What follows belongs to an exercise in optimizing a design on an open flow for small area and a short achievable clock period; a production flow would make more cautious choices. At most, simulation tests tie the RTL to the original design; equivalence was not proved. Function not checked in run 2: the RTL went through the layout flow alone. Power is estimated from default activity; no workload was simulated.

$ cat design/flow/design.v
module SCPU(clk, rst_n, in_valid, instruction, MEM_out, busy, out_valid, out0, out1, out2, out3, out4, out5, out6, out7, out8, out9, out10, out11, out12, out13, out14, out15, WEN, ADDR, MEM_in);
input clk, rst_n, in_valid;
input [18:0] instruction;
input [15:0] MEM_out;
output busy, out_valid, WEN;
output [12:0] ADDR;
output [15:0] MEM_in;
output reg [15:0] out0, out1, out2, out3, out4, out5, out6, out7, out8, out9, out10, out11, out12, out13, out14, out15;
assign busy = 1'b0;
wire [15:0] rdA, rdB;
wire [3:0] s0_n, s10_n, s11_n;
wire c4_n, c80_n, c81_n;
wire [4:0] ahp1_n;
wire [255:0] xi_s1_r = {out15, out14, out13, out12, out11, out10, out9, out8, out7, out6, out5, out4, out3, out2, out1, out0};
wire [18:0] xi_s1_ins = instruction;
wire [15:0] xo_s1_rda;
assign rdA = xo_s1_rda;
wire [15:0] xo_s1_rdb;
assign rdB = xo_s1_rdb;
wire [3:0] xo_s1_s0;
assign s0_n = xo_s1_s0;
wire  xo_s1_c4;
assign c4_n = xo_s1_c4;
wire [3:0] xo_s1_s10;
assign s10_n = xo_s1_s10;
wire  xo_s1_c80;
assign c80_n = xo_s1_c80;
wire [3:0] xo_s1_s11;
assign s11_n = xo_s1_s11;
wire  xo_s1_c81;
assign c81_n = xo_s1_c81;
wire [4:0] xo_s1_ahp1;
assign ahp1_n = xo_s1_ahp1;
if (1) begin : s1
  wire [255:0] r = xi_s1_r;
  wire [18:0] ins = xi_s1_ins;
  wire [15:0] rda;
  assign xo_s1_rda = rda;
  wire [15:0] rdb;
  assign xo_s1_rdb = rdb;
  wire [3:0] s0;
  assign xo_s1_s0 = s0;
  wire  c4;
  assign xo_s1_c4 = c4;
  wire [3:0] s10;
  assign xo_s1_s10 = s10;
  wire  c80;
  assign xo_s1_c80 = c80;
  wire [3:0] s11;
  assign xo_s1_s11 = s11;
  wire  c81;
  assign xo_s1_c81 = c81;
  wire [4:0] ahp1;
  assign xo_s1_ahp1 = ahp1;
wire [15:0] sa = 16'd1 << ins[15:12];
wire [15:0] sb = 16'd1 << ins[11:8];
wire [15:0] sa0, sa1, sb0, sb1;
scpu_dec4 da0(.a(ins[15:12]), .y(sa0));
scpu_dec4 da1(.a(ins[15:12]), .y(sa1));
scpu_dec4 db0(.a(ins[11:8]), .y(sb0));
scpu_dec4 db1(.a(ins[11:8]), .y(sb1));
reg [15:0] ta, tb;
integer i;
always @(*) begin
  ta = 16'd0; tb = 16'd0;
  for (i = 0; i < 16; i = i + 1) begin
    ta = ta | (r[16*i +: 16] & {{8{sa1[i]}}, {8{sa0[i]}}});
    tb = tb | (r[16*i +: 16] & {{8{sb1[i]}}, {8{sb0[i]}}});
  end
end
assign rda = ta;
assign rdb = tb;
wire [7:0] ag = ta[7:0] & ins[7:0];
wire [7:0] at = ta[7:0] | ins[7:0];
wire [7:0] ap = ta[7:0] ^ ins[7:0];
assign s0 = ap[3:0] ^ {(ag[0] & at[1] & at[2]) | (ag[1] & at[2]) | (ag[2]), (ag[0] & at[1]) | (ag[1]), (ag[0]), 1'b0};
assign c4 = (ag[0] & at[1] & at[2] & at[3]) | (ag[1] & at[2] & at[3]) | (ag[2] & at[3]) | (ag[3]);
assign s10 = ap[7:4] ^ {(ag[4] & at[5] & at[6]) | (ag[5] & at[6]) | (ag[6]), (ag[4] & at[5]) | (ag[5]), (ag[4]), 1'b0};
assign c80 = (ag[4] & at[5] & at[6] & at[7]) | (ag[5] & at[6] & at[7]) | (ag[6] & at[7]) | (ag[7]);
assign s11 = ap[7:4] ^ {(at[4] & at[5] & at[6]) | (ag[4] & at[5] & at[6]) | (ag[5] & at[6]) | (ag[6]), (at[4] & at[5]) | (ag[4] & at[5]) | (ag[5]), (at[4]) | (ag[4]), (1'b1)};
assign c81 = (at[4] & at[5] & at[6] & at[7]) | (ag[4] & at[5] & at[6] & at[7]) | (ag[5] & at[6] & at[7]) | (ag[6] & at[7]) | (ag[7]);
assign ahp1 = ta[12:8] + 5'd1;
end
reg v1, wen_r;
reg [2:0] op1;
reg [11:0] f1;
reg [15:0] A, B;
reg [3:0] s0_r, s10_r, s11_r;
reg c4_r, c80_r, c81_r;
reg [4:0] ahp1_r;
always @(posedge clk or negedge rst_n)
  if (!rst_n) begin v1 <= 1'b0; wen_r <= 1'b1; end
  else begin v1 <= in_valid; wen_r <= ~(in_valid & (instruction[18:16] == 3'd5)); end
always @(posedge clk) begin
  op1 <= instruction[18:16];
  f1 <= instruction[11:0];
  A <= rdA;
  B <= rdB;
  s0_r <= s0_n; s10_r <= s10_n; s11_r <= s11_n;
  c4_r <= c4_n; c80_r <= c80_n; c81_r <= c81_n;
  ahp1_r <= ahp1_n;
end
assign WEN = wen_r;
wire c8 = c80_r | (c4_r & c81_r);
assign ADDR = {c8 ? ahp1_r : A[12:8], c4_r ? s11_r : s10_r, s0_r};
assign MEM_in = B;
wire [86:0] mrow;
wire [15:0] r1_n;
wire r2b_n;
wire [15:0] xi_s2_a = A;
wire [15:0] xi_s2_b = B;
wire [2:0] xi_s2_op = op1;
wire [7:0] xi_s2_f = f1[7:0];
wire [86:0] xo_s2_m;
assign mrow = xo_s2_m;
wire [15:0] xo_s2_r1;
assign r1_n = xo_s2_r1;
wire  xo_s2_r2b;
assign r2b_n = xo_s2_r2b;
if (1) begin : s2
  wire [15:0] a = xi_s2_a;
  wire [15:0] b = xi_s2_b;
  wire [2:0] op = xi_s2_op;
  wire [7:0] f = xi_s2_f;
  wire [86:0] m;
  assign xo_s2_m = m;
  wire [15:0] r1;
  assign xo_s2_r1 = r1;
  wire  r2b;
  assign xo_s2_r2b = r2b;
wire [16:0] bx = {b, 1'b0};
wire [16:0] ax = {a[15], a};
wire [7:0] one, two, ng, nsx;
assign one[0] = bx[1] ^ bx[0];
assign two[0] = (bx[2] & ~bx[1] & ~bx[0]) | (~bx[2] & bx[1] & bx[0]);
assign ng[0] = bx[2];
assign one[1] = bx[3] ^ bx[2];
assign two[1] = (bx[4] & ~bx[3] & ~bx[2]) | (~bx[4] & bx[3] & bx[2]);
assign ng[1] = bx[4];
assign one[2] = bx[5] ^ bx[4];
assign two[2] = (bx[6] & ~bx[5] & ~bx[4]) | (~bx[6] & bx[5] & bx[4]);
assign ng[2] = bx[6];
assign one[3] = bx[7] ^ bx[6];
assign two[3] = (bx[8] & ~bx[7] & ~bx[6]) | (~bx[8] & bx[7] & bx[6]);
assign ng[3] = bx[8];
assign one[4] = bx[9] ^ bx[8];
assign two[4] = (bx[10] & ~bx[9] & ~bx[8]) | (~bx[10] & bx[9] & bx[8]);
assign ng[4] = bx[10];
assign one[5] = bx[11] ^ bx[10];
assign two[5] = (bx[12] & ~bx[11] & ~bx[10]) | (~bx[12] & bx[11] & bx[10]);
assign ng[5] = bx[12];
assign one[6] = bx[13] ^ bx[12];
assign two[6] = (bx[14] & ~bx[13] & ~bx[12]) | (~bx[14] & bx[13] & bx[12]);
assign ng[6] = bx[14];
assign one[7] = bx[15] ^ bx[14];
assign two[7] = (bx[16] & ~bx[15] & ~bx[14]) | (~bx[16] & bx[15] & bx[14]);
assign ng[7] = bx[16];
wire [16:0] pp0 = (({17{one[0]}} & ax) | ({17{two[0]}} & {ax[15:0], 1'b0})) ^ {17{ng[0]}};
assign nsx[0] = ~pp0[16];
wire [16:0] pp1 = (({17{one[1]}} & ax) | ({17{two[1]}} & {ax[15:0], 1'b0})) ^ {17{ng[1]}};
assign nsx[1] = ~pp1[16];
wire [16:0] pp2 = (({17{one[2]}} & ax) | ({17{two[2]}} & {ax[15:0], 1'b0})) ^ {17{ng[2]}};
assign nsx[2] = ~pp2[16];
wire [16:0] pp3 = (({17{one[3]}} & ax) | ({17{two[3]}} & {ax[15:0], 1'b0})) ^ {17{ng[3]}};
assign nsx[3] = ~pp3[16];
wire [16:0] pp4 = (({17{one[4]}} & ax) | ({17{two[4]}} & {ax[15:0], 1'b0})) ^ {17{ng[4]}};
assign nsx[4] = ~pp4[16];
wire [16:0] pp5 = (({17{one[5]}} & ax) | ({17{two[5]}} & {ax[15:0], 1'b0})) ^ {17{ng[5]}};
assign nsx[5] = ~pp5[16];
wire [16:0] pp6 = (({17{one[6]}} & ax) | ({17{two[6]}} & {ax[15:0], 1'b0})) ^ {17{ng[6]}};
assign nsx[6] = ~pp6[16];
wire [16:0] pp7 = (({17{one[7]}} & ax) | ({17{two[7]}} & {ax[15:0], 1'b0})) ^ {17{ng[7]}};
assign nsx[7] = ~pp7[16];
wire mhs0, mhc0, mhs1, mhc1, mfs0, mfc0, mhs2, mhc2, mfs1, mfc1, mhs3, mhc3, mfs2, mfc2, mfs3, mfc3, mhs4, mhc4, mfs4, mfc4, mfs5, mfc5, mhs5, mhc5, mfs6, mfc6, mfs7, mfc7, mhs6, mhc6, mfs8, mfc8, mfs9, mfc9, mhs7, mhc7, mfs10, mfc10, mfs11, mfc11, mhs8, mhc8, mfs12, mfc12, mfs13, mfc13, mfs14, mfc14, mhs9, mhc9, mhs10, mhc10, mhs11, mhc11, mfs15, mfc15, mhs12, mhc12, mfs16, mfc16, mhs13, mhc13, mfs17, mfc17, mfs18, mfc18, mfs19, mfc19, mfs20, mfc20, mfs21, mfc21, mfs22, mfc22, mfs23, mfc23, mfs24, mfc24, mfs25, mfc25, mfs26, mfc26, mfs27, mfc27, mfs28, mfc28, mfs29, mfc29, mfs30, mfc30, mfs31, mfc31, mfs32, mfc32, mfs33, mfc33, mfs34, mfc34, mfs35, mfc35, mfs36, mfc36, mfs37, mfc37, mfs38, mfc38, mfs39, mfc39, mfs40, mfc40, mfs41, mfc41, mfs42, mfc42, mfs43, mfc43, mhs14, mhc14, mfs44, mfc44, mhs15, mhc15, mhs16, mhc16, mhs17, mhc17, mfs45, mfc45, mfs46, mfc46, mfs47, mfc47, mfs48, mfc48, mfs49, mfc49, mfs50, mfc50, mfs51, mfc51, mfs52, mfc52, mfs53, mfc53, mfs54, mfc54, mfs55, mfc55, mfs56, mfc56, mfs57, mfc57, mfs58, mfc58, mfs59, mfc59, mfs60, mfc60, mfs61, mfc61, mfs62, mfc62, mfs63, mfc63, mfs64, mfc64, mfs65, mfc65, mhs18, mhc18;
assign mhs0 = pp0[10] ^ pp1[8];
assign mhc0 = pp0[10] & pp1[8];
assign mhs1 = pp0[11] ^ pp1[9];
assign mhc1 = pp0[11] & pp1[9];
assign mfs0 = pp0[12] ^ pp1[10] ^ pp2[8];
assign mfc0 = (pp0[12] & pp1[10]) | (pp0[12] & pp2[8]) | (pp1[10] & pp2[8]);
assign mhs2 = pp3[6] ^ pp4[4];
assign mhc2 = pp3[6] & pp4[4];
assign mfs1 = pp0[13] ^ pp1[11] ^ pp2[9];
assign mfc1 = (pp0[13] & pp1[11]) | (pp0[13] & pp2[9]) | (pp1[11] & pp2[9]);
assign mhs3 = pp3[7] ^ pp4[5];
assign mhc3 = pp3[7] & pp4[5];
assign mfs2 = pp0[14] ^ pp1[12] ^ pp2[10];
assign mfc2 = (pp0[14] & pp1[12]) | (pp0[14] & pp2[10]) | (pp1[12] & pp2[10]);
assign mfs3 = pp3[8] ^ pp4[6] ^ pp5[4];
assign mfc3 = (pp3[8] & pp4[6]) | (pp3[8] & pp5[4]) | (pp4[6] & pp5[4]);
assign mhs4 = pp6[2] ^ pp7[0];
assign mhc4 = pp6[2] & pp7[0];
assign mfs4 = pp0[15] ^ pp1[13] ^ pp2[11];
assign mfc4 = (pp0[15] & pp1[13]) | (pp0[15] & pp2[11]) | (pp1[13] & pp2[11]);
assign mfs5 = pp3[9] ^ pp4[7] ^ pp5[5];
assign mfc5 = (pp3[9] & pp4[7]) | (pp3[9] & pp5[5]) | (pp4[7] & pp5[5]);
assign mhs5 = pp6[3] ^ pp7[1];
assign mhc5 = pp6[3] & pp7[1];
assign mfs6 = pp0[16] ^ pp1[14] ^ pp2[12];
assign mfc6 = (pp0[16] & pp1[14]) | (pp0[16] & pp2[12]) | (pp1[14] & pp2[12]);
assign mfs7 = pp3[10] ^ pp4[8] ^ pp5[6];
assign mfc7 = (pp3[10] & pp4[8]) | (pp3[10] & pp5[6]) | (pp4[8] & pp5[6]);
assign mhs6 = pp6[4] ^ pp7[2];
assign mhc6 = pp6[4] & pp7[2];
assign mfs8 = pp0[16] ^ pp1[15] ^ pp2[13];
assign mfc8 = (pp0[16] & pp1[15]) | (pp0[16] & pp2[13]) | (pp1[15] & pp2[13]);
assign mfs9 = pp3[11] ^ pp4[9] ^ pp5[7];
assign mfc9 = (pp3[11] & pp4[9]) | (pp3[11] & pp5[7]) | (pp4[9] & pp5[7]);
assign mhs7 = pp6[5] ^ pp7[3];
assign mhc7 = pp6[5] & pp7[3];
assign mfs10 = nsx[0] ^ nsx[1] ^ pp2[14];
assign mfc10 = (nsx[0] & nsx[1]) | (nsx[0] & pp2[14]) | (nsx[1] & pp2[14]);
assign mfs11 = pp3[12] ^ pp4[10] ^ pp5[8];
assign mfc11 = (pp3[12] & pp4[10]) | (pp3[12] & pp5[8]) | (pp4[10] & pp5[8]);
assign mhs8 = pp6[6] ^ pp7[4];
assign mhc8 = pp6[6] & pp7[4];
assign mfs12 = 1'b1 ^ pp2[15] ^ pp3[13];
assign mfc12 = (1'b1 & pp2[15]) | (1'b1 & pp3[13]) | (pp2[15] & pp3[13]);
assign mfs13 = pp4[11] ^ pp5[9] ^ pp6[7];
assign mfc13 = (pp4[11] & pp5[9]) | (pp4[11] & pp6[7]) | (pp5[9] & pp6[7]);
assign mfs14 = nsx[2] ^ pp3[14] ^ pp4[12];
assign mfc14 = (nsx[2] & pp3[14]) | (nsx[2] & pp4[12]) | (pp3[14] & pp4[12]);
assign mhs9 = 1'b1 ^ pp3[15];
assign mhc9 = 1'b1 & pp3[15];
assign mhs10 = pp0[6] ^ pp1[4];
assign mhc10 = pp0[6] & pp1[4];
assign mhs11 = pp0[7] ^ pp1[5];
assign mhc11 = pp0[7] & pp1[5];
assign mfs15 = pp0[8] ^ pp1[6] ^ pp2[4];
assign mfc15 = (pp0[8] & pp1[6]) | (pp0[8] & pp2[4]) | (pp1[6] & pp2[4]);
assign mhs12 = pp3[2] ^ pp4[0];
assign mhc12 = pp3[2] & pp4[0];
assign mfs16 = pp0[9] ^ pp1[7] ^ pp2[5];
assign mfc16 = (pp0[9] & pp1[7]) | (pp0[9] & pp2[5]) | (pp1[7] & pp2[5]);
assign mhs13 = pp3[3] ^ pp4[1];
assign mhc13 = pp3[3] & pp4[1];
assign mfs17 = pp2[6] ^ pp3[4] ^ pp4[2];
assign mfc17 = (pp2[6] & pp3[4]) | (pp2[6] & pp4[2]) | (pp3[4] & pp4[2]);
assign mfs18 = pp5[0] ^ ng[5] ^ mhs0;
assign mfc18 = (pp5[0] & ng[5]) | (pp5[0] & mhs0) | (ng[5] & mhs0);
assign mfs19 = pp2[7] ^ pp3[5] ^ pp4[3];
assign mfc19 = (pp2[7] & pp3[5]) | (pp2[7] & pp4[3]) | (pp3[5] & pp4[3]);
assign mfs20 = pp5[1] ^ mhc0 ^ mhs1;
assign mfc20 = (pp5[1] & mhc0) | (pp5[1] & mhs1) | (mhc0 & mhs1);
assign mfs21 = pp5[2] ^ pp6[0] ^ ng[6];
assign mfc21 = (pp5[2] & pp6[0]) | (pp5[2] & ng[6]) | (pp6[0] & ng[6]);
assign mfs22 = mhc1 ^ mfs0 ^ mhs2;
assign mfc22 = (mhc1 & mfs0) | (mhc1 & mhs2) | (mfs0 & mhs2);
assign mfs23 = pp5[3] ^ pp6[1] ^ mfc0;
assign mfc23 = (pp5[3] & pp6[1]) | (pp5[3] & mfc0) | (pp6[1] & mfc0);
assign mfs24 = mhc2 ^ mfs1 ^ mhs3;
assign mfc24 = (mhc2 & mfs1) | (mhc2 & mhs3) | (mfs1 & mhs3);
assign mfs25 = ng[7] ^ mfc1 ^ mhc3;
assign mfc25 = (ng[7] & mfc1) | (ng[7] & mhc3) | (mfc1 & mhc3);
assign mfs26 = mfs2 ^ mfs3 ^ mhs4;
assign mfc26 = (mfs2 & mfs3) | (mfs2 & mhs4) | (mfs3 & mhs4);
assign mfs27 = mfc2 ^ mfc3 ^ mhc4;
assign mfc27 = (mfc2 & mfc3) | (mfc2 & mhc4) | (mfc3 & mhc4);
assign mfs28 = mfs4 ^ mfs5 ^ mhs5;
assign mfc28 = (mfs4 & mfs5) | (mfs4 & mhs5) | (mfs5 & mhs5);
assign mfs29 = mfc4 ^ mfc5 ^ mhc5;
assign mfc29 = (mfc4 & mfc5) | (mfc4 & mhc5) | (mfc5 & mhc5);
assign mfs30 = mfs6 ^ mfs7 ^ mhs6;
assign mfc30 = (mfs6 & mfs7) | (mfs6 & mhs6) | (mfs7 & mhs6);
assign mfs31 = mfc6 ^ mfc7 ^ mhc6;
assign mfc31 = (mfc6 & mfc7) | (mfc6 & mhc6) | (mfc7 & mhc6);
assign mfs32 = mfs8 ^ mfs9 ^ mhs7;
assign mfc32 = (mfs8 & mfs9) | (mfs8 & mhs7) | (mfs9 & mhs7);
assign mfs33 = mfc8 ^ mfc9 ^ mhc7;
assign mfc33 = (mfc8 & mfc9) | (mfc8 & mhc7) | (mfc9 & mhc7);
assign mfs34 = mfs10 ^ mfs11 ^ mhs8;
assign mfc34 = (mfs10 & mfs11) | (mfs10 & mhs8) | (mfs11 & mhs8);
assign mfs35 = pp7[5] ^ mfc10 ^ mfc11;
assign mfc35 = (pp7[5] & mfc10) | (pp7[5] & mfc11) | (mfc10 & mfc11);
assign mfs36 = mhc8 ^ mfs12 ^ mfs13;
assign mfc36 = (mhc8 & mfs12) | (mhc8 & mfs13) | (mfs12 & mfs13);
assign mfs37 = pp5[10] ^ pp6[8] ^ pp7[6];
assign mfc37 = (pp5[10] & pp6[8]) | (pp5[10] & pp7[6]) | (pp6[8] & pp7[6]);
assign mfs38 = mfc12 ^ mfc13 ^ mfs14;
assign mfc38 = (mfc12 & mfc13) | (mfc12 & mfs14) | (mfc13 & mfs14);
assign mfs39 = pp4[13] ^ pp5[11] ^ pp6[9];
assign mfc39 = (pp4[13] & pp5[11]) | (pp4[13] & pp6[9]) | (pp5[11] & pp6[9]);
assign mfs40 = pp7[7] ^ mfc14 ^ mhs9;
assign mfc40 = (pp7[7] & mfc14) | (pp7[7] & mhs9) | (mfc14 & mhs9);
assign mfs41 = nsx[3] ^ pp4[14] ^ pp5[12];
assign mfc41 = (nsx[3] & pp4[14]) | (nsx[3] & pp5[12]) | (pp4[14] & pp5[12]);
assign mfs42 = pp6[10] ^ pp7[8] ^ mhc9;
assign mfc42 = (pp6[10] & pp7[8]) | (pp6[10] & mhc9) | (pp7[8] & mhc9);
assign mfs43 = 1'b1 ^ pp4[15] ^ pp5[13];
assign mfc43 = (1'b1 & pp4[15]) | (1'b1 & pp5[13]) | (pp4[15] & pp5[13]);
assign mhs14 = pp6[11] ^ pp7[9];
assign mhc14 = pp6[11] & pp7[9];
assign mfs44 = nsx[4] ^ pp5[14] ^ pp6[12];
assign mfc44 = (nsx[4] & pp5[14]) | (nsx[4] & pp6[12]) | (pp5[14] & pp6[12]);
assign mhs15 = 1'b1 ^ pp5[15];
assign mhc15 = 1'b1 & pp5[15];
assign mhs16 = pp0[4] ^ pp1[2];
assign mhc16 = pp0[4] & pp1[2];
assign mhs17 = pp0[5] ^ pp1[3];
assign mhc17 = pp0[5] & pp1[3];
assign mfs45 = pp2[2] ^ pp3[0] ^ ng[3];
assign mfc45 = (pp2[2] & pp3[0]) | (pp2[2] & ng[3]) | (pp3[0] & ng[3]);
assign mfs46 = pp2[3] ^ pp3[1] ^ mhc10;
assign mfc46 = (pp2[3] & pp3[1]) | (pp2[3] & mhc10) | (pp3[1] & mhc10);
assign mfs47 = ng[4] ^ mhc11 ^ mfs15;
assign mfc47 = (ng[4] & mhc11) | (ng[4] & mfs15) | (mhc11 & mfs15);
assign mfs48 = mfc15 ^ mhc12 ^ mfs16;
assign mfc48 = (mfc15 & mhc12) | (mfc15 & mfs16) | (mhc12 & mfs16);
assign mfs49 = mfc16 ^ mhc13 ^ mfs17;
assign mfc49 = (mfc16 & mhc13) | (mfc16 & mfs17) | (mhc13 & mfs17);
assign mfs50 = mfc17 ^ mfc18 ^ mfs19;
assign mfc50 = (mfc17 & mfc18) | (mfc17 & mfs19) | (mfc18 & mfs19);
assign mfs51 = mfc19 ^ mfc20 ^ mfs21;
assign mfc51 = (mfc19 & mfc20) | (mfc19 & mfs21) | (mfc20 & mfs21);
assign mfs52 = mfc21 ^ mfc22 ^ mfs23;
assign mfc52 = (mfc21 & mfc22) | (mfc21 & mfs23) | (mfc22 & mfs23);
assign mfs53 = mfc23 ^ mfc24 ^ mfs25;
assign mfc53 = (mfc23 & mfc24) | (mfc23 & mfs25) | (mfc24 & mfs25);
assign mfs54 = mfc25 ^ mfc26 ^ mfs27;
assign mfc54 = (mfc25 & mfc26) | (mfc25 & mfs27) | (mfc26 & mfs27);
assign mfs55 = mfc27 ^ mfc28 ^ mfs29;
assign mfc55 = (mfc27 & mfc28) | (mfc27 & mfs29) | (mfc28 & mfs29);
assign mfs56 = mfc29 ^ mfc30 ^ mfs31;
assign mfc56 = (mfc29 & mfc30) | (mfc29 & mfs31) | (mfc30 & mfs31);
assign mfs57 = mfc31 ^ mfc32 ^ mfs33;
assign mfc57 = (mfc31 & mfc32) | (mfc31 & mfs33) | (mfc32 & mfs33);
assign mfs58 = mfc33 ^ mfc34 ^ mfs35;
assign mfc58 = (mfc33 & mfc34) | (mfc33 & mfs35) | (mfc34 & mfs35);
assign mfs59 = mfc35 ^ mfc36 ^ mfs37;
assign mfc59 = (mfc35 & mfc36) | (mfc35 & mfs37) | (mfc36 & mfs37);
assign mfs60 = mfc37 ^ mfc38 ^ mfs39;
assign mfc60 = (mfc37 & mfc38) | (mfc37 & mfs39) | (mfc38 & mfs39);
assign mfs61 = mfc39 ^ mfc40 ^ mfs41;
assign mfc61 = (mfc39 & mfc40) | (mfc39 & mfs41) | (mfc40 & mfs41);
assign mfs62 = mfc41 ^ mfc42 ^ mfs43;
assign mfc62 = (mfc41 & mfc42) | (mfc41 & mfs43) | (mfc42 & mfs43);
assign mfs63 = pp7[10] ^ mfc43 ^ mhc14;
assign mfc63 = (pp7[10] & mfc43) | (pp7[10] & mhc14) | (mfc43 & mhc14);
assign mfs64 = pp6[13] ^ pp7[11] ^ mfc44;
assign mfc64 = (pp6[13] & pp7[11]) | (pp6[13] & mfc44) | (pp7[11] & mfc44);
assign mfs65 = nsx[5] ^ pp6[14] ^ pp7[12];
assign mfc65 = (nsx[5] & pp6[14]) | (nsx[5] & pp7[12]) | (pp6[14] & pp7[12]);
assign mhs18 = 1'b1 ^ pp6[15];
assign mhc18 = 1'b1 & pp6[15];
assign m = {1'b1, nsx[7], pp7[15], 1'b1, mhc18, pp7[14], nsx[6], mhs18, mfc65, pp7[13], mfs65, mfc64, mhc15, mfs64, mfc63, mhs15, mfs63, mfc62, mfs44, mfs62, mfc61, mhs14, mfs61, mfc60, mfs42, mfs60, mfc59, mfs40, mfs59, mfc58, mfs38, mfs58, mfc57, mfs36, mfs57, mfc56, mfs34, mfs56, mfc55, mfs32, mfs55, mfc54, mfs30, mfs54, mfc53, mfs28, mfs53, mfc52, mfs26, mfs52, mfc51, mfs24, mfs51, mfc50, mfs22, mfs50, mfc49, mfs20, mfs49, mfc48, mfs18, mfs48, mfc47, mhs13, mfs47, mfc46, mhs12, mfs46, mfc45, mhs11, mfs45, mhc17, mhs10, mhs17, mhc16, pp2[1], mhs16, ng[2], pp2[0], pp1[1], pp0[3], ng[1], pp1[0], pp0[2], pp0[1], ng[0], pp0[0]};
wire [3:0] func = f[3:0];
wire sub = ((op == 3'd0) & (func == 4'd4)) | (op == 3'd4);
wire [15:0] y0 = (op == 3'd0) ? b : {{8{f[7]}}, f};
wire [15:0] sum = a + (y0 ^ {16{sub}}) + {15'd0, sub};
wire eq = (a == b);
wire signed [15:0] sa = a, sb = b;
wire lt = (sa < sb);
wire cmp = (op == 3'd2) ? eq : lt;
reg [15:0] t;
always @(*) begin
  t = 16'd0;
  case (op)
    3'd0: case (func)
            4'd0: t = a & b;
            4'd1: t = a | b;
            4'd2: t = a ^ b;
            4'd3, 4'd4: t = sum;
            default: t = 16'd0;
          endcase
    3'd3, 3'd4: t = sum;
    default: t = {15'd0, cmp};
  endcase
end
assign r1 = t;
assign r2b = ~cmp;
end
reg v2, we1, we2, ld2, mul2, ov, r2b_r;
reg [3:0] d1, d2;
reg [15:0] r1_r;
reg q0_0, q0_1, q1_0, q2_0, q2_1, q2_2, q3_0, q3_1, q4_0, q4_1, q4_2, q5_0, q5_1, q5_2, q6_0, q6_1, q6_2, q7_0, q7_1, q7_2, q8_0, q8_1, q8_2, q9_0, q9_1, q9_2, q10_0, q10_1, q10_2, q11_0, q11_1, q11_2, q12_0, q12_1, q12_2, q13_0, q13_1, q13_2, q14_0, q14_1, q14_2, q15_0, q15_1, q15_2, q16_0, q16_1, q16_2, q17_0, q17_1, q17_2, q18_0, q18_1, q18_2, q19_0, q19_1, q19_2, q20_0, q20_1, q20_2, q21_0, q21_1, q21_2, q22_0, q22_1, q22_2, q23_0, q23_1, q23_2, q24_0, q24_1, q24_2, q25_0, q25_1, q25_2, q26_0, q26_1, q26_2, q27_0, q27_1, q27_2, q28_0, q28_1, q28_2, q29_0, q29_1, q30_0, q31_0;
always @(posedge clk or negedge rst_n)
  if (!rst_n) begin v2 <= 1'b0; we1 <= 1'b0; we2 <= 1'b0; end
  else begin
    v2 <= v1;
    we1 <= v1 & (op1 != 3'd5);
    we2 <= v1 & ((op1 == 3'd1) | (op1 == 3'd2) | (op1 == 3'd7));
  end
always @(posedge clk) begin
  ld2 <= (op1 == 3'd6);
  mul2 <= (op1 == 3'd1);
  d1 <= ((op1 == 3'd3) | (op1 == 3'd4) | (op1 == 3'd6)) ? f1[11:8] : f1[7:4];
  d2 <= f1[3:0];
  r1_r <= r1_n;
  r2b_r <= r2b_n;
  q0_0 <= mrow[0];
  q0_1 <= mrow[1];
  q1_0 <= mrow[2];
  q2_0 <= mrow[3];
  q2_1 <= mrow[4];
  q2_2 <= mrow[5];
  q3_0 <= mrow[6];
  q3_1 <= mrow[7];
  q4_0 <= mrow[8];
  q4_1 <= mrow[9];
  q4_2 <= mrow[10];
  q5_0 <= mrow[11];
  q5_1 <= mrow[12];
  q5_2 <= mrow[13];
  q6_0 <= mrow[14];
  q6_1 <= mrow[15];
  q6_2 <= mrow[16];
  q7_0 <= mrow[17];
  q7_1 <= mrow[18];
  q7_2 <= mrow[19];
  q8_0 <= mrow[20];
  q8_1 <= mrow[21];
  q8_2 <= mrow[22];
  q9_0 <= mrow[23];
  q9_1 <= mrow[24];
  q9_2 <= mrow[25];
  q10_0 <= mrow[26];
  q10_1 <= mrow[27];
  q10_2 <= mrow[28];
  q11_0 <= mrow[29];
  q11_1 <= mrow[30];
  q11_2 <= mrow[31];
  q12_0 <= mrow[32];
  q12_1 <= mrow[33];
  q12_2 <= mrow[34];
  q13_0 <= mrow[35];
  q13_1 <= mrow[36];
  q13_2 <= mrow[37];
  q14_0 <= mrow[38];
  q14_1 <= mrow[39];
  q14_2 <= mrow[40];
  q15_0 <= mrow[41];
  q15_1 <= mrow[42];
  q15_2 <= mrow[43];
  q16_0 <= mrow[44];
  q16_1 <= mrow[45];
  q16_2 <= mrow[46];
  q17_0 <= mrow[47];
  q17_1 <= mrow[48];
  q17_2 <= mrow[49];
  q18_0 <= mrow[50];
  q18_1 <= mrow[51];
  q18_2 <= mrow[52];
  q19_0 <= mrow[53];
  q19_1 <= mrow[54];
  q19_2 <= mrow[55];
  q20_0 <= mrow[56];
  q20_1 <= mrow[57];
  q20_2 <= mrow[58];
  q21_0 <= mrow[59];
  q21_1 <= mrow[60];
  q21_2 <= mrow[61];
  q22_0 <= mrow[62];
  q22_1 <= mrow[63];
  q22_2 <= mrow[64];
  q23_0 <= mrow[65];
  q23_1 <= mrow[66];
  q23_2 <= mrow[67];
  q24_0 <= mrow[68];
  q24_1 <= mrow[69];
  q24_2 <= mrow[70];
  q25_0 <= mrow[71];
  q25_1 <= mrow[72];
  q25_2 <= mrow[73];
  q26_0 <= mrow[74];
  q26_1 <= mrow[75];
  q26_2 <= mrow[76];
  q27_0 <= mrow[77];
  q27_1 <= mrow[78];
  q27_2 <= mrow[79];
  q28_0 <= mrow[80];
  q28_1 <= mrow[81];
  q28_2 <= mrow[82];
  q29_0 <= mrow[83];
  q29_1 <= mrow[84];
  q30_0 <= mrow[85];
  q31_0 <= mrow[86];
end
wire [255:0] nrf;
wire [86:0] xi_s3_q = {q31_0, q30_0, q29_1, q29_0, q28_2, q28_1, q28_0, q27_2, q27_1, q27_0, q26_2, q26_1, q26_0, q25_2, q25_1, q25_0, q24_2, q24_1, q24_0, q23_2, q23_1, q23_0, q22_2, q22_1, q22_0, q21_2, q21_1, q21_0, q20_2, q20_1, q20_0, q19_2, q19_1, q19_0, q18_2, q18_1, q18_0, q17_2, q17_1, q17_0, q16_2, q16_1, q16_0, q15_2, q15_1, q15_0, q14_2, q14_1, q14_0, q13_2, q13_1, q13_0, q12_2, q12_1, q12_0, q11_2, q11_1, q11_0, q10_2, q10_1, q10_0, q9_2, q9_1, q9_0, q8_2, q8_1, q8_0, q7_2, q7_1, q7_0, q6_2, q6_1, q6_0, q5_2, q5_1, q5_0, q4_2, q4_1, q4_0, q3_1, q3_0, q2_2, q2_1, q2_0, q1_0, q0_1, q0_0};
wire [15:0] xi_s3_r1 = r1_r;
wire  xi_s3_r2b = r2b_r;
wire  xi_s3_mul = mul2;
wire  xi_s3_ld = ld2;
wire  xi_s3_we1 = we1;
wire  xi_s3_we2 = we2;
wire [3:0] xi_s3_d1 = d1;
wire [3:0] xi_s3_d2 = d2;
wire [15:0] xi_s3_mo = MEM_out;
wire [255:0] xi_s3_r = {out15, out14, out13, out12, out11, out10, out9, out8, out7, out6, out5, out4, out3, out2, out1, out0};
wire [255:0] xo_s3_nr;
assign nrf = xo_s3_nr;
if (1) begin : s3
  wire [86:0] q = xi_s3_q;
  wire [15:0] r1 = xi_s3_r1;
  wire  r2b = xi_s3_r2b;
  wire  mul = xi_s3_mul;
  wire  ld = xi_s3_ld;
  wire  we1 = xi_s3_we1;
  wire  we2 = xi_s3_we2;
  wire [3:0] d1 = xi_s3_d1;
  wire [3:0] d2 = xi_s3_d2;
  wire [15:0] mo = xi_s3_mo;
  wire [255:0] r = xi_s3_r;
  wire [255:0] nr;
  assign xo_s3_nr = nr;
wire q0_0 = q[0];
wire q0_1 = q[1];
wire q1_0 = q[2];
wire q2_0 = q[3];
wire q2_1 = q[4];
wire q2_2 = q[5];
wire q3_0 = q[6];
wire q3_1 = q[7];
wire q4_0 = q[8];
wire q4_1 = q[9];
wire q4_2 = q[10];
wire q5_0 = q[11];
wire q5_1 = q[12];
wire q5_2 = q[13];
wire q6_0 = q[14];
wire q6_1 = q[15];
wire q6_2 = q[16];
wire q7_0 = q[17];
wire q7_1 = q[18];
wire q7_2 = q[19];
wire q8_0 = q[20];
wire q8_1 = q[21];
wire q8_2 = q[22];
wire q9_0 = q[23];
wire q9_1 = q[24];
wire q9_2 = q[25];
wire q10_0 = q[26];
wire q10_1 = q[27];
wire q10_2 = q[28];
wire q11_0 = q[29];
wire q11_1 = q[30];
wire q11_2 = q[31];
wire q12_0 = q[32];
wire q12_1 = q[33];
wire q12_2 = q[34];
wire q13_0 = q[35];
wire q13_1 = q[36];
wire q13_2 = q[37];
wire q14_0 = q[38];
wire q14_1 = q[39];
wire q14_2 = q[40];
wire q15_0 = q[41];
wire q15_1 = q[42];
wire q15_2 = q[43];
wire q16_0 = q[44];
wire q16_1 = q[45];
wire q16_2 = q[46];
wire q17_0 = q[47];
wire q17_1 = q[48];
wire q17_2 = q[49];
wire q18_0 = q[50];
wire q18_1 = q[51];
wire q18_2 = q[52];
wire q19_0 = q[53];
wire q19_1 = q[54];
wire q19_2 = q[55];
wire q20_0 = q[56];
wire q20_1 = q[57];
wire q20_2 = q[58];
wire q21_0 = q[59];
wire q21_1 = q[60];
wire q21_2 = q[61];
wire q22_0 = q[62];
wire q22_1 = q[63];
wire q22_2 = q[64];
wire q23_0 = q[65];
wire q23_1 = q[66];
wire q23_2 = q[67];
wire q24_0 = q[68];
wire q24_1 = q[69];
wire q24_2 = q[70];
wire q25_0 = q[71];
wire q25_1 = q[72];
wire q25_2 = q[73];
wire q26_0 = q[74];
wire q26_1 = q[75];
wire q26_2 = q[76];
wire q27_0 = q[77];
wire q27_1 = q[78];
wire q27_2 = q[79];
wire q28_0 = q[80];
wire q28_1 = q[81];
wire q28_2 = q[82];
wire q29_0 = q[83];
wire q29_1 = q[84];
wire q30_0 = q[85];
wire q31_0 = q[86];
wire fhs0, fhc0, fhs1, fhc1, ffs0, ffc0, ffs1, ffc1, ffs2, ffc2, ffs3, ffc3, ffs4, ffc4, ffs5, ffc5, ffs6, ffc6, ffs7, ffc7, ffs8, ffc8, ffs9, ffc9, ffs10, ffc10, ffs11, ffc11, ffs12, ffc12, ffs13, ffc13, ffs14, ffc14, ffs15, ffc15, ffs16, ffc16, ffs17, ffc17, ffs18, ffc18, ffs19, ffc19, ffs20, ffc20, ffs21, ffc21, ffs22, ffc22, ffs23, ffc23, ffs24, ffc24, fhs2, fhc2;
assign fhs0 = q2_0 ^ q2_1;
assign fhc0 = q2_0 & q2_1;
assign fhs1 = q3_0 ^ q3_1;
assign fhc1 = q3_0 & q3_1;
assign ffs0 = q4_0 ^ q4_1 ^ q4_2;
assign ffc0 = (q4_0 & q4_1) | (q4_0 & q4_2) | (q4_1 & q4_2);
assign ffs1 = q5_0 ^ q5_1 ^ q5_2;
assign ffc1 = (q5_0 & q5_1) | (q5_0 & q5_2) | (q5_1 & q5_2);
assign ffs2 = q6_0 ^ q6_1 ^ q6_2;
assign ffc2 = (q6_0 & q6_1) | (q6_0 & q6_2) | (q6_1 & q6_2);
assign ffs3 = q7_0 ^ q7_1 ^ q7_2;
assign ffc3 = (q7_0 & q7_1) | (q7_0 & q7_2) | (q7_1 & q7_2);
assign ffs4 = q8_0 ^ q8_1 ^ q8_2;
assign ffc4 = (q8_0 & q8_1) | (q8_0 & q8_2) | (q8_1 & q8_2);
assign ffs5 = q9_0 ^ q9_1 ^ q9_2;
assign ffc5 = (q9_0 & q9_1) | (q9_0 & q9_2) | (q9_1 & q9_2);
assign ffs6 = q10_0 ^ q10_1 ^ q10_2;
assign ffc6 = (q10_0 & q10_1) | (q10_0 & q10_2) | (q10_1 & q10_2);
assign ffs7 = q11_0 ^ q11_1 ^ q11_2;
assign ffc7 = (q11_0 & q11_1) | (q11_0 & q11_2) | (q11_1 & q11_2);
assign ffs8 = q12_0 ^ q12_1 ^ q12_2;
assign ffc8 = (q12_0 & q12_1) | (q12_0 & q12_2) | (q12_1 & q12_2);
assign ffs9 = q13_0 ^ q13_1 ^ q13_2;
assign ffc9 = (q13_0 & q13_1) | (q13_0 & q13_2) | (q13_1 & q13_2);
assign ffs10 = q14_0 ^ q14_1 ^ q14_2;
assign ffc10 = (q14_0 & q14_1) | (q14_0 & q14_2) | (q14_1 & q14_2);
assign ffs11 = q15_0 ^ q15_1 ^ q15_2;
assign ffc11 = (q15_0 & q15_1) | (q15_0 & q15_2) | (q15_1 & q15_2);
assign ffs12 = q16_0 ^ q16_1 ^ q16_2;
assign ffc12 = (q16_0 & q16_1) | (q16_0 & q16_2) | (q16_1 & q16_2);
assign ffs13 = q17_0 ^ q17_1 ^ q17_2;
assign ffc13 = (q17_0 & q17_1) | (q17_0 & q17_2) | (q17_1 & q17_2);
assign ffs14 = q18_0 ^ q18_1 ^ q18_2;
assign ffc14 = (q18_0 & q18_1) | (q18_0 & q18_2) | (q18_1 & q18_2);
assign ffs15 = q19_0 ^ q19_1 ^ q19_2;
assign ffc15 = (q19_0 & q19_1) | (q19_0 & q19_2) | (q19_1 & q19_2);
assign ffs16 = q20_0 ^ q20_1 ^ q20_2;
assign ffc16 = (q20_0 & q20_1) | (q20_0 & q20_2) | (q20_1 & q20_2);
assign ffs17 = q21_0 ^ q21_1 ^ q21_2;
assign ffc17 = (q21_0 & q21_1) | (q21_0 & q21_2) | (q21_1 & q21_2);
assign ffs18 = q22_0 ^ q22_1 ^ q22_2;
assign ffc18 = (q22_0 & q22_1) | (q22_0 & q22_2) | (q22_1 & q22_2);
assign ffs19 = q23_0 ^ q23_1 ^ q23_2;
assign ffc19 = (q23_0 & q23_1) | (q23_0 & q23_2) | (q23_1 & q23_2);
assign ffs20 = q24_0 ^ q24_1 ^ q24_2;
assign ffc20 = (q24_0 & q24_1) | (q24_0 & q24_2) | (q24_1 & q24_2);
assign ffs21 = q25_0 ^ q25_1 ^ q25_2;
assign ffc21 = (q25_0 & q25_1) | (q25_0 & q25_2) | (q25_1 & q25_2);
assign ffs22 = q26_0 ^ q26_1 ^ q26_2;
assign ffc22 = (q26_0 & q26_1) | (q26_0 & q26_2) | (q26_1 & q26_2);
assign ffs23 = q27_0 ^ q27_1 ^ q27_2;
assign ffc23 = (q27_0 & q27_1) | (q27_0 & q27_2) | (q27_1 & q27_2);
assign ffs24 = q28_0 ^ q28_1 ^ q28_2;
assign ffc24 = (q28_0 & q28_1) | (q28_0 & q28_2) | (q28_1 & q28_2);
assign fhs2 = q29_0 ^ q29_1;
assign fhc2 = q29_0 & q29_1;
wire [31:0] fs = {q31_0, q30_0, ffc24, ffc23, ffc22, ffc21, ffc20, ffc19, ffc18, ffc17, ffc16, ffc15, ffc14, ffc13, ffc12, ffc11, ffc10, ffc9, ffc8, ffc7, ffc6, ffc5, ffc4, ffc3, ffc2, ffc1, ffc0, fhc1, fhc0, q2_2, q1_0, q0_0};
wire [31:0] fc = {1'b0, fhc2, fhs2, ffs24, ffs23, ffs22, ffs21, ffs20, ffs19, ffs18, ffs17, ffs16, ffs15, ffs14, ffs13, ffs12, ffs11, ffs10, ffs9, ffs8, ffs7, ffs6, ffs5, ffs4, ffs3, ffs2, ffs1, ffs0, fhs1, fhs0, 1'b0, q0_1};
wire [31:0] p = fs + fc;
wire [15:0] x1 = ld ? mo : r1;
wire [15:0] w1 = mul ? p[31:16] : x1;
wire [15:0] w2 = mul ? p[15:0] : {15'd0, r2b};
genvar g;
for (g = 0; g < 16; g = g + 1) begin : wb
  wire s2 = we2 && d2 == g;
  wire s1 = we1 && d1 == g && !s2;
  wire h = !(s1 | s2);
  genvar k;
  for (k = 0; k < 16; k = k + 1) begin : bt
    scpu_wbit u(.s2(s2), .w2(w2[k]), .s1(s1), .w1(w1[k]), .h(h), .q(r[16*g+k]), .d(nr[16*g+k]));
  end
end
end
assign out_valid = ov;
always @(posedge clk or negedge rst_n)
  if (!rst_n) begin
    ov <= 1'b0;
    out0 <= 16'd0;
    out1 <= 16'd0;
    out2 <= 16'd0;
    out3 <= 16'd0;
    out4 <= 16'd0;
    out5 <= 16'd0;
    out6 <= 16'd0;
    out7 <= 16'd0;
    out8 <= 16'd0;
    out9 <= 16'd0;
    out10 <= 16'd0;
    out11 <= 16'd0;
    out12 <= 16'd0;
    out13 <= 16'd0;
    out14 <= 16'd0;
    out15 <= 16'd0;
  end else begin
    ov <= v2;
    out0 <= nrf[15:0];
    out1 <= nrf[31:16];
    out2 <= nrf[47:32];
    out3 <= nrf[63:48];
    out4 <= nrf[79:64];
    out5 <= nrf[95:80];
    out6 <= nrf[111:96];
    out7 <= nrf[127:112];
    out8 <= nrf[143:128];
    out9 <= nrf[159:144];
    out10 <= nrf[175:160];
    out11 <= nrf[191:176];
    out12 <= nrf[207:192];
    out13 <= nrf[223:208];
    out14 <= nrf[239:224];
    out15 <= nrf[255:240];
  end
endmodule
module scpu_dec4(a, y);
input [3:0] a;
output [15:0] y;
assign y = 16'd1 << a;
endmodule
module scpu_wbit(s2, w2, s1, w1, h, q, d);
input s2, w2, s1, w1, h, q;
output d;
assign d = (s2 & w2) | (s1 & w1) | (h & q);
endmodule
$ cat design/flow/flow/run.sh
#!/bin/bash
set -euo pipefail
bash standard.sh "BUFFER_PORTS_ARGS=-buffer_cell sky130_fd_sc_hd__buf_1" finish > standard.log 2>&1
$ cat design/flow/standard.sh
#!/bin/bash
# synth_recipe.tcl (not shown) runs the flow's synth.tcl, then flattens the netlist and writes it again
# the make line also repeats each setting of config.mk as NAME=value (left out here)
make -C /OpenROAD-flow-scripts/flow DESIGN_CONFIG=/design/flow/config.mk WORK_HOME=/design/flow/orfs CLKGATE_MAP_FILE= SYNTH_SCRIPT=/design/flow/synth_recipe.tcl "${@:-finish}"
$ cat design/flow/config.mk
export PLATFORM = sky130hd
export DESIGN_NAME = SCPU
export DESIGN_NICKNAME = SCPU
export VERILOG_FILES = /design/flow/design.v
export SDC_FILE = /design/flow/constraint.sdc
export NUM_CORES = 8
export LEC_CHECK = 0
export ABC_AREA = 1
export CAP_MARGIN = 10
export CORE_MARGIN = 2
export CORE_UTILIZATION = 40
export CTS_CLUSTER_DIAMETER = 100
export CTS_CLUSTER_SIZE = 25
export SETUP_SLACK_MARGIN = 5
export SLEW_MARGIN = 10
export SYNTH_HIERARCHICAL = 1
export SYNTH_MINIMUM_KEEP_SIZE = 0
export TNS_END_PERCENT = 20
$ cat design/flow/constraint.sdc
create_clock -name core_clock -period 8.0 [get_ports {clk}]
set_input_delay 1.6000 -clock core_clock [delete_from_list [all_inputs] [get_ports {clk}]]
set_output_delay 1.6000 -clock core_clock [all_outputs]
set_load 0.01 [all_outputs]
==> results of run 1 <==
logic make-up after synthesis:
| family | synth area share |
|---|---|
| AND/OR/NAND/NOR | 0.3010 |
| multiplexers | 0.002470 |
| buffers and inverters | 0.05386 |
| XOR/XNOR | 0.04817 |
| AO/OA/AOI/OAI | 0.1171 |
| other | 0.0001322 |
| flip-flops | 0.3575 |
| adder cells (fa/ha/maj) | 0.1197 |
Yosys cell counts, drive strengths merged, types with 2 or more instances:
| master | instances | area share |
|---|---|---|
| and2 | 2 | 0.00044 |
| clkinv | 18 | 0.0024 |
| buf | 43 | 0.0089 |
| nand3 | 378 | 0.067 |
| mux2 | 5 | 0.0021 |
| o22ai | 134 | 0.030 |
| a2111oi | 3 | 0.00093 |
| xnor2 | 19 | 0.0059 |
| nor3 | 35 | 0.0064 |
| dfxtp | 179 | 0.13 |
| or3 | 3 | 0.00066 |
| or2 | 4 | 0.00088 |
| a22o | 42 | 0.013 |
| o21bai | 5 | 0.0013 |
| a211oi | 8 | 0.0021 |
| clkbuf | 89 | 0.012 |
| dfrtp | 261 | 0.23 |
| fa | 89 | 0.063 |
| a21o | 8 | 0.0021 |
| or4 | 2 | 0.00053 |
| inv | 233 | 0.031 |
| o21a | 3 | 0.00079 |
| o21ai | 140 | 0.025 |
| o211ai | 8 | 0.0021 |
| a31oi | 8 | 0.0018 |
| ha | 129 | 0.057 |
| a21boi | 5 | 0.0013 |
| nand4 | 61 | 0.013 |
| xor2 | 137 | 0.042 |
| nand2 | 1333 | 0.18 |
| a21oi | 118 | 0.021 |
| a221oi | 47 | 0.015 |
| nor2 | 238 | 0.032 |
| nor4 | 9 | 0.0020 |
Yosys stat by module, one instance, submodules excluded:
module / flip-flops and latches / area [sq um] / copies in the design
SCPU: 441 / 23690 / 1
scpu_wbit: 0 / 16.27 / 256
scpu_dec4: 0 / 126.4 / 4
what timing repair did:
action	CTS	global route
endpoints found under the setup margin	364	341
setup buffers	23	13
resized for setup	186	123
cloned	4	3
pin swaps	13	21
power breakdown:
| group | total, mW | switching (mW) | internal, mW |
|---|---|---|---|
| Sequential | 5.03 | 1.70 | 3.33 |
| Combinational | 11.9 | 7.67 | 4.28 |
| Clock | 1.51 | 0.886 | 0.622 |
| Total | 18.5 | 10.3 | 8.23 |
worst paths after layout:
check                                to  depth (start not counted)
worst min-delay path                 ov                          0
worst min register to register       ov                          0
max in group asynchronous       out4[9]                          2
min in group asynchronous       out8[1]                          1
worst max-delay path            ADDR[9]                          4
worst max register to register  r1_r[6]                         14
final cells by class:
cell class	count	area, sq um	share of cell area
Clock inverter	10	145.1	0.004345
Antenna cell	1	2.502	0.00007491
Clock buffer	36	666.9	0.01996
Inverter	251	1017	0.03045
Tap cell	940	1176	0.03521
Sequential cell	441	10170	0.3046
Timing Repair Buffer	449	2491	0.07458
Multi-Input combinational cell	2987	17730	0.5308
metal layers:
metal	up-vias	wire length, um	global-route usage
met2	1896	63830	0.5869
met1	14600	53960	0.4730
met4	0	7644	0.1662
met3	456	14040	0.07486
met5	-	0	0
li1	13390	-	-
cell usage in the layout (no fill, tap or decap), drive strengths merged, types with 129 or more instances in the layout:
master	count
o22ai	134
inv	236
xor2	137
nor2	238
nand3	378
o21ai	140
dfrtp	261
ha	129
dfxtp	179
nand2	1335
buf	442
==> metrics.cfg, run 1 <==
[floorplan]
core_area_sq_um = 70150
die_h_um = 270.3
ios = 326
dieWidth_um = 270.3
die_area_sq_um = 73050
rows = 97
start_util = 0.4043

[worst_setup_path]
cp_slowest_cell = dfxtp_4
crit_start = c4_r
end_kind = primary output
cp_max_fo = 6
r2r_slack_ns = 4.89
critPathArrivalTime_ns = 1.65
worstPathRequired_ns = 6.40
cp_num_buf_inv = 1
r2r-start = op1[2]
cp_top_family = flip-flops
cp_cell_sequence = a21o_4 > nand2_1 > o21ai_2 > buf_2
slowest_delay_ns = 0.42
path_class = reg2out
crit_path_start_kind = register

[global_routing]
grt_use_total = 0.3651
grt_pass1_wl_um = 198700
grt_max_degree = 74
antenna_found_initial = 3
grt_pass1_vias = 28660
grt_overflow = 0

[finish]
area_growth_pct = 17.77
fin_nets = 4411
stdcell_count = 5115
fin_util = 0.4762
finalInstanceArea_sq_um = 33400
fill_cells = 7137
drive_gt1_frac = 0.09439

[timing]
finalCritPeriodShare = 0.4062
period_minus_slack_ns = 3.249
fin_tns_setup_ns = 0
hold_slack_ns = 0.3790
worst_slew_pin_slew_ns = 1.253
finalSetupViolCount = 0
rsz0062_at_grt = yes
fmaxAchievable_ghz = 0.3077
setup_ws_ns = 4.751
slew_viol_final = 0
hold_viol = 0
clock-skew-final_ns = 0.05492
max_slew_margin = 0.1644

[power_and_ir_drop]
cellLeakagePower_nw = 15.03
total_power_mw = 18.49
peakVddDrop_v = 0.0003780
power_density_nw_per_um2 = 553.5

[logic_synthesis]
synthArstFlopShare = 0.5941
synth.avg_cell_area_sq_um = 7.448
yosys_warnings = 7
syn_inst = 3808
synth_edf_count = 0
synth_flop_cell = dfrtp_1
seq_area_frac_synth = 0.3575
synth-seq-cells = 441
syn-num-nets = 4064
synth.cell_area_sq_um = 28360
synth.distinct_cells = 61

[route]
routedWlPerCell_um = 27.27
first_pass_iters = 7
final_antenna_net_count = 0
via_per_inst = 5.931
drt_iter0_drc = 3525
drt_wl_total_um = 139500
route.detailed.drc = 0
via_count = 30340

[cts]
clock_latency_ns = 0.64
cts_inserted_buffers = 25
cts.sinks = 441
clkSlewWorstSetupHoldPaths_ns = 0.10
clockBufferDepth = 3
h-tree-depth = 1
cts_hold_buf = 0
cts_root_buffer = clkbuf_16
cts_tree = built

[job]
maxCapViolCount = 0

[place]
placed_cell_area_sq_um = 31030
post-place-ws_ns = 3.335
dp_cells = 5025
port_buffers = 324
dp_hpwl_um = 102100
place_congestion = 1.031

[worst_hold_path]
hold_start = v2
hold_class = reg2reg

[outcome]
status = complete, no violations

==> run 2: changes to the inputs <==
--- a/design/flow/design.v
+++ b/design/flow/design.v
@@ -80,5 +80,5 @@
 assign s11 = ap[7:4] ^ {(at[4] & at[5] & at[6]) | (ag[4] & at[5] & at[6]) | (ag[5] & at[6]) | (ag[6]), (at[4] & at[5]) | (ag[4] & at[5]) | (ag[5]), (at[4]) | (ag[4]), (1'b1)};
 assign c81 = (at[4] & at[5] & at[6] & at[7]) | (ag[4] & at[5] & at[6] & at[7]) | (ag[5] & at[6] & at[7]) | (ag[6] & at[7]) | (ag[7]);
-assign ahp1 = ta[12:8] + 5'd1;
+assign ahp1 = ta[12:8] ^ {&ta[11:8], &ta[10:8], &ta[9:8], ta[8], 1'b1};
 end
 reg v1, wen_r;
@@ -102,6 +102,7 @@
 end
 assign WEN = wen_r;
-wire c8 = c80_r | (c4_r & c81_r);
-assign ADDR = {c8 ? ahp1_r : A[12:8], c4_r ? s11_r : s10_r, s0_r};
+wire [4:0] hx1 = c81_r ? ahp1_r : A[12:8];
+wire [4:0] hx0 = c80_r ? ahp1_r : A[12:8];
+assign ADDR = {c4_r ? hx1 : hx0, c4_r ? s11_r : s10_r, s0_r};
 assign MEM_in = B;
 wire [86:0] mrow;
@@ -347,5 +348,61 @@
 wire sub = ((op == 3'd0) & (func == 4'd4)) | (op == 3'd4);
 wire [15:0] y0 = (op == 3'd0) ? b : {{8{f[7]}}, f};
-wire [15:0] sum = a + (y0 ^ {16{sub}}) + {15'd0, sub};
+wire [15:0] sum;
+wire [15:0] yx = y0 ^ {16{sub}};
+wire [15:0] ad_g = a & yx;
+wire [15:0] ad_t = a | yx;
+wire [15:0] ad_p = a ^ yx;
+wire ad_c0 = sub;
+wire ad_G0 = ad_g[0] | (ad_t[0] & ad_c0);
+wire ad_G0_1 = ad_g[1] | (ad_t[1] & ad_G0);
+wire ad_G0_3 = ad_g[3] | (ad_t[3] & ad_g[2]);
+wire ad_T0_3 = ad_t[3] & ad_t[2];
+wire ad_G0_5 = ad_g[5] | (ad_t[5] & ad_g[4]);
+wire ad_T0_5 = ad_t[5] & ad_t[4];
+wire ad_G0_7 = ad_g[7] | (ad_t[7] & ad_g[6]);
+wire ad_T0_7 = ad_t[7] & ad_t[6];
+wire ad_G0_9 = ad_g[9] | (ad_t[9] & ad_g[8]);
+wire ad_T0_9 = ad_t[9] & ad_t[8];
+wire ad_G0_11 = ad_g[11] | (ad_t[11] & ad_g[10]);
+wire ad_T0_11 = ad_t[11] & ad_t[10];
+wire ad_G0_13 = ad_g[13] | (ad_t[13] & ad_g[12]);
+wire ad_T0_13 = ad_t[13] & ad_t[12];
+wire ad_G0_15 = ad_g[15] | (ad_t[15] & ad_g[14]);
+wire ad_T0_15 = ad_t[15] & ad_t[14];
+wire ad_G1_2 = ad_g[2] | (ad_t[2] & ad_G0_1);
+wire ad_G1_3 = ad_G0_3 | (ad_T0_3 & ad_G0_1);
+wire ad_G1_6 = ad_g[6] | (ad_t[6] & ad_G0_5);
+wire ad_T1_6 = ad_t[6] & ad_T0_5;
+wire ad_G1_7 = ad_G0_7 | (ad_T0_7 & ad_G0_5);
+wire ad_T1_7 = ad_T0_7 & ad_T0_5;
+wire ad_G1_10 = ad_g[10] | (ad_t[10] & ad_G0_9);
+wire ad_T1_10 = ad_t[10] & ad_T0_9;
+wire ad_G1_11 = ad_G0_11 | (ad_T0_11 & ad_G0_9);
+wire ad_T1_11 = ad_T0_11 & ad_T0_9;
+wire ad_G1_14 = ad_g[14] | (ad_t[14] & ad_G0_13);
+wire ad_T1_14 = ad_t[14] & ad_T0_13;
+wire ad_G1_15 = ad_G0_15 | (ad_T0_15 & ad_G0_13);
+wire ad_T1_15 = ad_T0_15 & ad_T0_13;
+wire ad_G2_4 = ad_g[4] | (ad_t[4] & ad_G1_3);
+wire ad_G2_5 = ad_G0_5 | (ad_T0_5 & ad_G1_3);
+wire ad_G2_6 = ad_G1_6 | (ad_T1_6 & ad_G1_3);
+wire ad_G2_7 = ad_G1_7 | (ad_T1_7 & ad_G1_3);
+wire ad_G2_12 = ad_g[12] | (ad_t[12] & ad_G1_11);
+wire ad_T2_12 = ad_t[12] & ad_T1_11;
+wire ad_G2_13 = ad_G0_13 | (ad_T0_13 & ad_G1_11);
+wire ad_T2_13 = ad_T0_13 & ad_T1_11;
+wire ad_G2_14 = ad_G1_14 | (ad_T1_14 & ad_G1_11);
+wire ad_T2_14 = ad_T1_14 & ad_T1_11;
+wire ad_G2_15 = ad_G1_15 | (ad_T1_15 & ad_G1_11);
+wire ad_T2_15 = ad_T1_15 & ad_T1_11;
+wire ad_G3_8 = ad_g[8] | (ad_t[8] & ad_G2_7);
+wire ad_G3_9 = ad_G0_9 | (ad_T0_9 & ad_G2_7);
+wire ad_G3_10 = ad_G1_10 | (ad_T1_10 & ad_G2_7);
+wire ad_G3_11 = ad_G1_11 | (ad_T1_11 & ad_G2_7);
+wire ad_G3_12 = ad_G2_12 | (ad_T2_12 & ad_G2_7);
+wire ad_G3_13 = ad_G2_13 | (ad_T2_13 & ad_G2_7);
+wire ad_G3_14 = ad_G2_14 | (ad_T2_14 & ad_G2_7);
+wire ad_G3_15 = ad_G2_15 | (ad_T2_15 & ad_G2_7);
+assign sum = ad_p ^ {ad_G3_14, ad_G3_13, ad_G3_12, ad_G3_11, ad_G3_10, ad_G3_9, ad_G3_8, ad_G2_7, ad_G2_6, ad_G2_5, ad_G2_4, ad_G1_3, ad_G1_2, ad_G0_1, ad_G0, ad_c0};
 wire eq = (a == b);
 wire signed [15:0] sa = a, sb = b;
==> run 2 against run 1 <==
Register-to-register slack got worse by 0.12 ns. Sequential power barely moved. Routed wire length down 2.6%. Clock power increased by 6%. Die area increased by 1.3%. Critical endpoint is now ADDR[11]. Largest cell class unchanged. Highest routed layer is now met5.
==> metrics.cfg, run 2 <==
[cts]
cts_inserted_buffers = 26  ; +4.0%
cts_tree = built
cts_hold_buf = 0  ; unchanged
clkSlewWorstSetupHoldPaths_ns = 0.10  ; about the same
cts.sinks = 441  ; unchanged
cts_root_buffer = clkbuf_16
h-tree-depth = 1  ; unchanged
clockBufferDepth = 3  ; unchanged
clock_latency_ns = 0.64  ; about the same

[logic_synthesis]
synth_flop_cell = dfrtp_1
yosys-top-cells-count = nand2_1 (1421), nand3_1 (375), inv_1 (268)
synth.avg_cell_area_sq_um = 7.389  ; -0.80%
synth.largest_area_cell = dfrtp_1
synth.cell_area_sq_um = 28740  ; +1.3%
synth_edf_count = 0  ; unchanged
syn_inst = 3890  ; +2.2%
synth_top_area_frac = 0.2272  ; -0.003037
synthArstFlopShare = 0.5941  ; unchanged
yosysMostFrequentCell = nand2_1
synth-seq-cells = 441  ; unchanged
ys_top_cells_by_area = dfrtp_1 (23%), nand2_1 (19%), dfxtp_1 (12%)
yosys_warnings = 7  ; unchanged
seq_area_frac_synth = 0.3528  ; -0.004716
syn-num-nets = 4162  ; +2.4%
synth.distinct_cells = 55  ; -9.8%

[route]
drt_iter0_drc = 3626  ; +2.9%
route.detailed.drc = 0  ; unchanged
via_count = 30620  ; +0.93%
final_antenna_net_count = 0  ; unchanged
first_pass_iters = 6  ; -1
routedWlPerCell_um = 26.08  ; -4.4%
drt_wl_total_um = 135800  ; -2.6%
via_per_inst = 5.879  ; -0.87%

[power_and_ir_drop]
p_int_mw = 7.741  ; -5.9%
power_density_nw_per_um2 = 521.8  ; -5.7%
combPwrFrac = 0.621  ; -0.025
swShare = 0.5587  ; +0.003664
peakVddDrop_v = 0.0003696  ; -2.2%
power_switching_mw = 9.802  ; -4.5%
cellLeakagePower_nw = 15.53  ; +3.3%
pwr-share-clk = 0.091  ; +0.009
seq_power_share = 0.288  ; +0.016

[worst_setup_path]
worstPathRequired_ns = 6.40  ; about the same
end_kind = primary output
worstRegToRegCells = 13  ; -1
cp_max_fo = 6  ; unchanged
crit_path_start_kind = register
critPathArrivalTime_ns = 1.83  ; +0.18 ns
path_class = reg2out

[floorplan]
dieWidth_um = 272.1  ; +0.66%
die_area_sq_um = 74020  ; +1.3%
rows = 98  ; +1.0%
start_util = 0.4028  ; -0.001564
core_area_sq_um = 71360  ; +1.7%
ios = 326  ; unchanged
die_h_um = 272.1  ; +0.66%

[finish]
fill_cells = 7264  ; +1.8%
mostFrequentLayoutCells = nand2_1 (1382), nand3_1 (366), buf_1 (308)
drive_gt1_frac = 0.09142  ; -0.002972
layout_commonest_cell = nand2_1
fin_nets = 4507  ; +2.2%
stdcell_count = 5208  ; +1.8%
area_growth_pct = 16.97

[global_routing]
grt_overflow = 0  ; unchanged
grt_max_degree = 111  ; +50%
grt_pass1_wl_um = 196300  ; -1.2%
antenna_found_initial = 4  ; +1
grt_pass1_vias = 28650  ; -0.031%
grt_use_total = 0.3558  ; -0.009250

[timing]
finalCritPeriodShare = 0.4286  ; +0.02244
worst_slew_pin_slew_ns = 1.399  ; +0.1461 ns
clock-skew-final_ns = 0.03912  ; -0.01580 ns
setup_ws_ns = 4.571  ; -0.1796 ns
fmaxAchievable_ghz = 0.2916  ; -5.2%
hold_slack_ns = 0.4297  ; +0.05068 ns
fin_tns_setup_ns = 0  ; unchanged
rsz0062_at_grt = yes
finalSetupViolCount = 0  ; unchanged
period_minus_slack_ns = 3.429  ; +0.1796 ns
max_slew_margin = 0.05715  ; -0.1073
hold_viol = 0  ; unchanged
slew_viol_final = 0  ; unchanged

[outcome]
status = complete, no violations

[place]
dp_cells = 5108  ; +1.7%
place_congestion = 1.027  ; -0.44%
dp_hpwl_um = 101200  ; -0.84%
post-place-ws_ns = 3.442  ; +0.1072 ns
port_buffers = 324  ; unchanged

[worst_hold_path]
hold_depth = 0  ; unchanged
hold_class = reg2reg

[job]
maxCapViolCount = 0  ; unchanged

-- run 2: cell count changes after synthesis, moves of 8 or more --
cell,change
nand2_1,+92
inv_1,+44
a21oi_1,-29
ha_1,+13
o21ai_0,-13
nand3b_1,+10
o21ai_1,-9
a221oi_1,+8
buf_1,+8
-- run 2: worst paths after layout --
| path | from | end | slack, ns |
|---|---|---|---|
| min in group asynchronous | rst_n | out8[11] | 1.06 |
| max in group asynchronous | rst_n | out14[1] | 5.79 |
| max reg2reg | q17_0 | out5[7] | 4.77 |
| min | f1[3] | d2[3] | 0.43 |
| max | c4_r | ADDR[11] | 4.57 |
| min reg2reg | f1[3] | d2[3] | 0.43 |
-- run 2: routing by layer --
layer / track usage / part of all wire / vias to the layer above
li1: - / - / 13520
met1: 0.4591 / 0.39 / 14760
met2: 0.5707 / 0.45 / 1896
met3: 0.06859 / 0.10 / 441
met4: 0.1777 / 0.060 / 4
met5: 0 / 0.00020 / -
-- run 2: cells by family (layout without fill, tap and decap cells) --
logic type,after synthesis,in the layout,synth area share
AO/OA/AOI/OAI,485,485,0.1073
XOR/XNOR,153,153,0.04662
adder cells (fa/ha/maj),234,234,0.1259
buffers and inverters,425,786,0.05816
flip-flops,441,441,0.3528
multiplexers,3,3,0.001132
other,1,4,0.0001305
AND/OR/NAND/NOR,2148,2152,0.3079
-- run 2: worst max-delay path: stages, from the launching register on --
cell and delay, ns:
dfxtp_4 0.40, clkinvlp_4 0.22, a21oi_1 0.18, o21ai_1 0.09, o21ai_2 0.11, buf_2 0.19
-- run 2: what timing repair did --
item | 4_1_cts | 5_1_grt
setup endpoints to repair | 378 | 350
pin swaps | 21 | 13
setup buffers | 35 | 9
gates cloned | 2 | 3
resized for setup | 235 | 77
-- run 2: power groups by stage --
stage	sequential, mW	combinational, mW	clock (mW)
4_1_cts	4.93	10.4	1.61
6_report	5.06	10.9	1.60
3_3_place_gp	4.96	9.87	0
5_1_grt	5.04	12.0	1.68
3_5_place_dp	4.91	10.0	0
2_1_floorplan	4.40	6.31	0
-- run 2: area by class of cell --
cell class	instances	area, sq um	area share
diodes	3	7.507	0.0002233
clock buffers	33	698.2	0.02077
clock inverters	15	195.2	0.005806
inverters	296	1230	0.03658
multi-input cells	3028	17800	0.5294
flip-flops and latches	441	10180	0.3029
well taps	950	1189	0.03536
repair buffers	441	2311	0.06874
repair inverters	1	7.507	0.0002233
-- run 2: through the flow --
step | area [sq um] | power [mW] | util
after floorplan | 28780 | 10.71 | -
after global placement | 31310 | 14.83 | 0.4387
after detailed placement | 31310 | 14.96 | 0.4387
after CTS | 33230 | 16.98 | 0.4657
after global routing | 33610 | 18.75 | 0.4710
final | 33620 | 17.54 | 0.4711
-- run 2: per-module statistics from Yosys, one instance, submodules excluded --
module | flip-flops and latches | cells inside | area [sq um] | copies in the design
SCPU | 441 | 2746 | 24070 | 1
scpu_dec4 | 0 | 30 | 126.4 | 4
scpu_wbit | 0 | 4 | 16.27 | 256

## static timing again, ports no longer ideal
In the flow no input, the clock included, has a driving cell. The finished layouts below were timed again as built, in two steps. Step 1 assumes that a clkbuf_16 drives the clock port and a buf_2 every other input. Step 2 also shifts input and output timing later by t, the mid clock arrival at the registers, as if the neighbouring blocks saw the same clock. a / b / c = ideal ports / drivers / drivers and shift; a / b = the first two.
run | t (ns) | slack for setup (ns) | hold WS [ns] | clock arrival spread, ns | worst slew at a driven data input, ns
run 1 | 0.679 | 4.751 / 4.682 / 4.119 | 0.379 / 0.379 / 0.379 | 0.055 / 0.055 | 0.11
run 2 | 0.695 | 4.571 / 4.500 / 4.237 | 0.430 / 0.430 / 0.430 | 0.039 / 0.039 | 0.08
After both steps every run listed still meets setup and hold. For run 1, which loses most, drivers alone change the setup slack by -0.069 ns; drivers and shift together by -0.632 ns.
